Context: an optimization exercise on an open-source flow, tuned for small area. The choices shown serve that exercise and are no tape-out recipe.
In this exercise RTL edits were held to simulation tests only and were not proved equivalent to the original.
No activity file was given, so power comes from the tool's default toggle rates.

Setup of old:
Design de1_soc_uart_top, start of the top module:
module de1_soc_uart_top (
    input  wire        CLOCK_50,
    input  wire        reset_n,
    input  wire        serial_rx,
    output wire        serial_tx,
    input  wire [2:0]  baud_select,
    output wire        tx_busy_led
);
Size: about 8 I/O pins.
==> flow/config.mk <==
export PLATFORM = sky130hd
export DESIGN_NAME = de1_soc_uart_top
export DESIGN_NICKNAME = de1_soc_uart_top
export VERILOG_FILES = /design/flow/design.v
export SDC_FILE = /design/flow/constraint.sdc
export NUM_CORES = 4
export LEC_CHECK = 0
export ABC_AREA = 1
export CAP_MARGIN = 20
export CELL_PAD_IN_SITES_DETAIL_PLACEMENT = 0
export CELL_PAD_IN_SITES_GLOBAL_PLACEMENT = 1
export CORE_MARGIN = 2
export CORE_UTILIZATION = 65
export PLACE_DENSITY = 0.75
export SLEW_MARGIN = 20
==> flow/constraint.sdc <==
create_clock -name core_clock -period 20.0 [get_ports {CLOCK_50}]
set_input_delay 4.0000 -clock core_clock [delete_from_list [all_inputs] [get_ports {CLOCK_50}]]
set_output_delay 4.0000 -clock core_clock [all_outputs]
set_load 0.01 [all_outputs]
standard.sh (not shown) runs the stock make flow with config.mk's settings and CLKGATE_MAP_FILE= SYNTH_SCRIPT=/design/flow/synth_recipe.tcl, a recipe that flattens the netlist after the stock synthesis.
==> flow/flow/run.sh <==
#!/bin/bash
# The standard layout (standard.sh), with clock tree synthesis told to
# build leaf clusters of at most 18 sinks driven by clkbuf_8 and to insert
# no dummy loads: the ~2100 flip-flops otherwise get a clkbuf_16 per ~12
# sinks plus dummy loads. The full output goes to standard.log; ORFS's own
# per-step logs are under orfs/logs.
set -euo pipefail
export CTS_ARGS="-sink_clustering_enable -repair_clock_nets -dont_use_dummy_load -buf_list sky130_fd_sc_hd__clkbuf_8 -sink_clustering_size 18 -sink_clustering_max_diameter 50"
bash standard.sh > standard.log 2>&1
--- input diff old..new ---
Settings: ABC_AREA: 1 -> unset.
--- a/flow/flow/run.sh
+++ b/flow/flow/run.sh
@@ -6,4 +6,4 @@
 # per-step logs are under orfs/logs.
 set -euo pipefail
-export CTS_ARGS="-sink_clustering_enable -repair_clock_nets -dont_use_dummy_load -buf_list sky130_fd_sc_hd__clkbuf_8 -sink_clustering_size 18 -sink_clustering_max_diameter 50"
+export CTS_ARGS="-sink_clustering_enable -repair_clock_nets -dont_use_dummy_load -buf_list sky130_fd_sc_hd__clkbuf_8 -sink_clustering_size 20 -sink_clustering_max_diameter 45"
 bash standard.sh > standard.log 2>&1
Results
Compared to old, new shows a wider setup margin. Compared with old, in new non-clock buffer count went up 1, area growth from synthesis to layout barely changed, number of distinct standard cells referenced by the synthesized netlist now sits higher. Diff new..old | sequential cell count | negligible. new vs old — shortest period the worst path allows dropped 490 ps. The final reports for new and old show initial antenna violation count lower in the former.

---

The RTL this note starts from:
==> flow/design.v <==
module uart_rx (
    input            clk,
    input            rst_n,
    input      [2:0] baud_set,
    input            din,
    output reg [7:0] rx_dout,
    output reg       rx_vld
);
  reg [3:0] seg_end;
  reg [3:0] seg_mid;
  reg       odd;
  always @(*) begin
    case (baud_set)
      3'd1: begin seg_end = 4'd1;  seg_mid = 4'd1; odd = 1'b0; end
      3'd2: begin seg_end = 4'd2;  seg_mid = 4'd1; odd = 1'b1; end
      3'd3: begin seg_end = 4'd5;  seg_mid = 4'd3; odd = 1'b0; end
      3'd4: begin seg_end = 4'd11; seg_mid = 4'd6; odd = 1'b0; end
      default: begin seg_end = 4'd0; seg_mid = 4'd0; odd = 1'b1; end
    endcase
  end
  reg [8:0] sub;
  reg [3:0] seg;
  reg [3:0] cnt_bit;
  reg       bit0;
  reg       din_r0, din_r1, din_r2;
  reg       rx_flag;
  wire sub_end = sub == 9'd433;
  wire end_cnt_bps = rx_flag && sub_end && seg == seg_end;
  wire end_cnt_bit = end_cnt_bps && (cnt_bit == 4'd9 || bit0);
  wire mid = rx_flag && seg == seg_mid && sub == (odd ? 9'd217 : 9'd0);
  wire nedge = ~din_r1 & din_r2;
  always @(posedge clk) begin
    if (!rx_flag || sub_end) sub <= 9'd0;
    else sub <= sub + 9'd1;
  end
  always @(posedge clk) begin
    if (!rx_flag || end_cnt_bps) seg <= 4'd0;
    else if (sub_end) seg <= seg + 4'd1;
  end
  always @(posedge clk or negedge rst_n) begin
    if (!rst_n) begin
      din_r0 <= 1'b1;
      din_r1 <= 1'b1;
      din_r2 <= 1'b1;
    end else begin
      din_r0 <= din;
      din_r1 <= din_r0;
      din_r2 <= din_r1;
    end
  end
  always @(posedge clk or negedge rst_n) begin
    if (!rst_n) rx_flag <= 1'b0;
    else if (nedge && !rx_flag) rx_flag <= 1'b1;
    else if (end_cnt_bit) rx_flag <= 1'b0;
  end
  always @(posedge clk) begin
    if (!rx_flag || end_cnt_bit) cnt_bit <= 4'd0;
    else if (end_cnt_bps) cnt_bit <= cnt_bit + 4'd1;
  end
  always @(posedge clk) begin
    if (mid && cnt_bit == 4'd0) bit0 <= din_r1;
  end
  always @(posedge clk or negedge rst_n) begin
    if (!rst_n) rx_dout <= 8'd0;
    else if (mid && cnt_bit != 4'd0 && cnt_bit != 4'd9)
      rx_dout <= {din_r1, rx_dout[7:1]};
  end
  always @(posedge clk or negedge rst_n) begin
    if (!rst_n) rx_vld <= 1'b0;
    else rx_vld <= end_cnt_bit;
  end
endmodule
module fifo (
    input  wire       aclr_n,
    input  wire       clock,
    input  wire [7:0] data,
    input  wire       rdreq,
    input  wire       wrreq,
    output wire       empty,
    output wire       full,
    output wire [7:0] q,
    output wire       q_load,
    output wire [7:0] usedw
);
  reg [2047:0] ring;
  reg [7:0]    rd_rel;
  reg [7:0]    wr_rel;
  reg          full_r;
  reg          wr_pend;
  reg          rd_pend;
  assign usedw = wr_rel - rd_rel;
  assign full  = full_r;
  assign empty = (usedw == 8'd0) && !full_r;
  wire read_en  = rdreq && !empty;
  wire write_en = wrreq && !full_r;
  wire commit = wr_pend && (wr_rel == 8'd0);
  assign q_load = rd_pend && (rd_rel == 8'd0);
  assign q = ring[2047:2040];
  always @(posedge clock) begin
    ring <= {ring[7:0], commit ? data : ring[2047:2040], ring[2039:8]};
  end
  always @(posedge clock or negedge aclr_n) begin
    if (!aclr_n) begin
      rd_rel  <= 8'd0;
      wr_rel  <= 8'd0;
      full_r  <= 1'b0;
      wr_pend <= 1'b0;
      rd_pend <= 1'b0;
    end else begin
      if (write_en) wr_pend <= 1'b1;
      else begin
        wr_rel <= wr_rel - 8'd1;
        if (commit) wr_pend <= 1'b0;
      end
      if (read_en) rd_pend <= 1'b1;
      else begin
        rd_rel <= rd_rel - 8'd1;
        if (q_load) rd_pend <= 1'b0;
      end
      if (read_en) full_r <= 1'b0;
      else if (write_en && usedw == 8'd255) full_r <= 1'b1;
    end
  end
endmodule
module control (
    input        clk,
    input        rst_n,
    input  [7:0] rx_din,
    input        rx_vld,
    input        busy,
    output [7:0] tx_din,
    output       tx_load,
    output reg   tx_vld
);
  wire       empty, full;
  wire [7:0] usedw;
  reg        rd_flag;
  wire       rdreq = rd_flag && !empty && !busy;
  always @(posedge clk or negedge rst_n) begin
    if (!rst_n) rd_flag <= 1'b0;
    else if (usedw >= 8'd8) rd_flag <= 1'b1;
    else if (empty) rd_flag <= 1'b0;
  end
  always @(posedge clk or negedge rst_n) begin
    if (!rst_n) tx_vld <= 1'b0;
    else tx_vld <= rdreq;
  end
  fifo fifo_inst (
      .aclr_n(rst_n),
      .clock(clk),
      .data(rx_din),
      .rdreq(rdreq),
      .wrreq(rx_vld && !full),
      .empty(empty),
      .full(full),
      .q(tx_din),
      .q_load(tx_load),
      .usedw(usedw)
  );
endmodule
module uart_tx (
    input            clk,
    input            rst_n,
    input      [2:0] baud_set,
    input      [7:0] tx_din,
    input            tx_load,
    input            tx_vld,
    output reg       tx_dout,
    output           busy
);
  reg [3:0] seg_end;
  always @(*) begin
    case (baud_set)
      3'd1: seg_end = 4'd1;
      3'd2: seg_end = 4'd2;
      3'd3: seg_end = 4'd5;
      3'd4: seg_end = 4'd11;
      default: seg_end = 4'd0;
    endcase
  end
  reg [8:0] sub;
  reg [3:0] seg;
  reg [3:0] cnt_bit;
  reg       tx_flag;
  reg [7:0] tx_data_r;
  wire sub_end = sub == 9'd433;
  wire end_cnt_bps = tx_flag && sub_end && seg == seg_end;
  wire end_cnt_bit = end_cnt_bps && cnt_bit == 4'd9;
  always @(posedge clk) begin
    if (!tx_flag || sub_end) sub <= 9'd0;
    else sub <= sub + 9'd1;
  end
  always @(posedge clk) begin
    if (!tx_flag || end_cnt_bps) seg <= 4'd0;
    else if (sub_end) seg <= seg + 4'd1;
  end
  always @(posedge clk) begin
    if (!tx_flag || end_cnt_bit) cnt_bit <= 4'd0;
    else if (end_cnt_bps) cnt_bit <= cnt_bit + 4'd1;
  end
  always @(posedge clk or negedge rst_n) begin
    if (!rst_n) tx_flag <= 1'b0;
    else if (tx_vld) tx_flag <= 1'b1;
    else if (end_cnt_bit) tx_flag <= 1'b0;
  end
  always @(posedge clk) begin
    if (tx_load) tx_data_r <= tx_din;
  end
  reg bit_val;
  always @(*) begin
    case (cnt_bit)
      4'd0: bit_val = 1'b0;
      4'd1: bit_val = tx_data_r[0];
      4'd2: bit_val = tx_data_r[1];
      4'd3: bit_val = tx_data_r[2];
      4'd4: bit_val = tx_data_r[3];
      4'd5: bit_val = tx_data_r[4];
      4'd6: bit_val = tx_data_r[5];
      4'd7: bit_val = tx_data_r[6];
      4'd8: bit_val = tx_data_r[7];
      default: bit_val = 1'b1;
    endcase
  end
  always @(posedge clk or negedge rst_n) begin
    if (!rst_n) tx_dout <= 1'b1;
    else if (tx_flag && seg == 4'd0 && sub == 9'd1) tx_dout <= bit_val;
  end
  assign busy = tx_vld | tx_flag;
endmodule
module de1_soc_uart_top (
    input  wire        CLOCK_50,
    input  wire        reset_n,
    input  wire        serial_rx,
    output wire        serial_tx,
    input  wire [2:0]  baud_select,
    output wire        tx_busy_led
);
  wire [7:0] rx_byte;
  wire       rx_byte_valid;
  wire [7:0] tx_byte;
  wire       tx_byte_load;
  wire       tx_byte_valid;
  wire       tx_busy;
  wire       tx_start_bit;
  uart_rx uart_rx_inst (
      .clk(CLOCK_50),
      .rst_n(reset_n),
      .baud_set(baud_select),
      .din(serial_rx),
      .rx_dout(rx_byte),
      .rx_vld(rx_byte_valid)
  );
  control control_inst (
      .clk(CLOCK_50),
      .rst_n(reset_n),
      .rx_din(rx_byte),
      .rx_vld(rx_byte_valid),
      .busy(tx_busy),
      .tx_din(tx_byte),
      .tx_load(tx_byte_load),
      .tx_vld(tx_byte_valid)
  );
  uart_tx uart_tx_inst (
      .clk(CLOCK_50),
      .rst_n(reset_n),
      .baud_set(baud_select),
      .tx_din(tx_byte),
      .tx_load(tx_byte_load),
      .tx_vld(tx_byte_valid),
      .tx_dout(serial_tx),
      .busy(tx_busy)
  );
  assign tx_busy_led = tx_busy;
endmodule
clock: 20.0 ns
lec_check: 0
cap_margin: 20
cell_pad_in_sites_detail_placement: 0
cell_pad_in_sites_global_placement: 1
core_margin: 2
core_utilization: 65
place_density: 0.75
slew_margin: 20
==> flow/flow/run.sh <==
#!/bin/bash
# The standard layout (standard.sh), with clock tree synthesis told to
# build leaf clusters of at most 18 sinks driven by clkbuf_8 and to insert
# no dummy loads: the ~2100 flip-flops otherwise get a clkbuf_16 per ~12
# sinks plus dummy loads. The full output goes to standard.log; ORFS's own
# per-step logs are under orfs/logs.
set -euo pipefail
export CTS_ARGS="-sink_clustering_enable -repair_clock_nets -dont_use_dummy_load -buf_list sky130_fd_sc_hd__clkbuf_8 -sink_clustering_size 22 -sink_clustering_max_diameter 40"
bash standard.sh > standard.log 2>&1
Rerun with:
--- a/flow/flow/run.sh
+++ b/flow/flow/run.sh
@@ -6,4 +6,4 @@
 # per-step logs are under orfs/logs.
 set -euo pipefail
-export CTS_ARGS="-sink_clustering_enable -repair_clock_nets -dont_use_dummy_load -buf_list sky130_fd_sc_hd__clkbuf_8 -sink_clustering_size 22 -sink_clustering_max_diameter 40"
+export CTS_ARGS="-sink_clustering_enable -repair_clock_nets -dont_use_dummy_load -buf_list sky130_fd_sc_hd__clkbuf_8 -sink_clustering_size 18 -sink_clustering_max_diameter 50"
 bash standard.sh > standard.log 2>&1
What happened:
- synthesized area does not change
- die area does not change
- power is lower by 0.45%
- core utilization is lower by 0.12 points
- sequential share of layout area is higher by 0.16 points
- routed wire length barely changes

## what the ideal ports hide
In the flow no input, the clock included, has a driving cell. The finished layouts below were timed again as built, in two steps.
Step 1, drivers: a clkbuf_16 drives CLOCK_50 and a buf_2 each remaining input, both assumed.
Step 2 also shifts input and output timing later by t, the mid clock arrival at the registers, as if the neighbouring blocks saw the same clock.
a / b / c = no drivers / after step 1 / after step 2; a / b = the first two.
run	t (ns)	setup WS [ns]	worst register clock-pin slew, ns	worst slew at a driven data input, ns
old	0.782	13.518 / 13.458 / 14.035	0.11 / 0.11	0.03
new	0.793	14.007 / 13.958 / 13.242	0.11 / 0.11	0.03
the first run of note 2	0.793	14.039 / 13.984 / 13.279	0.12 / 0.12	0.03
the second run of note 2	0.793	14.008 / 13.996 / 13.244	0.11 / 0.11	0.03
After both steps every run listed still meets setup and hold. The setup slack of new, which loses most, moves by -0.049 ns with the drivers and by -0.765 ns with both steps.
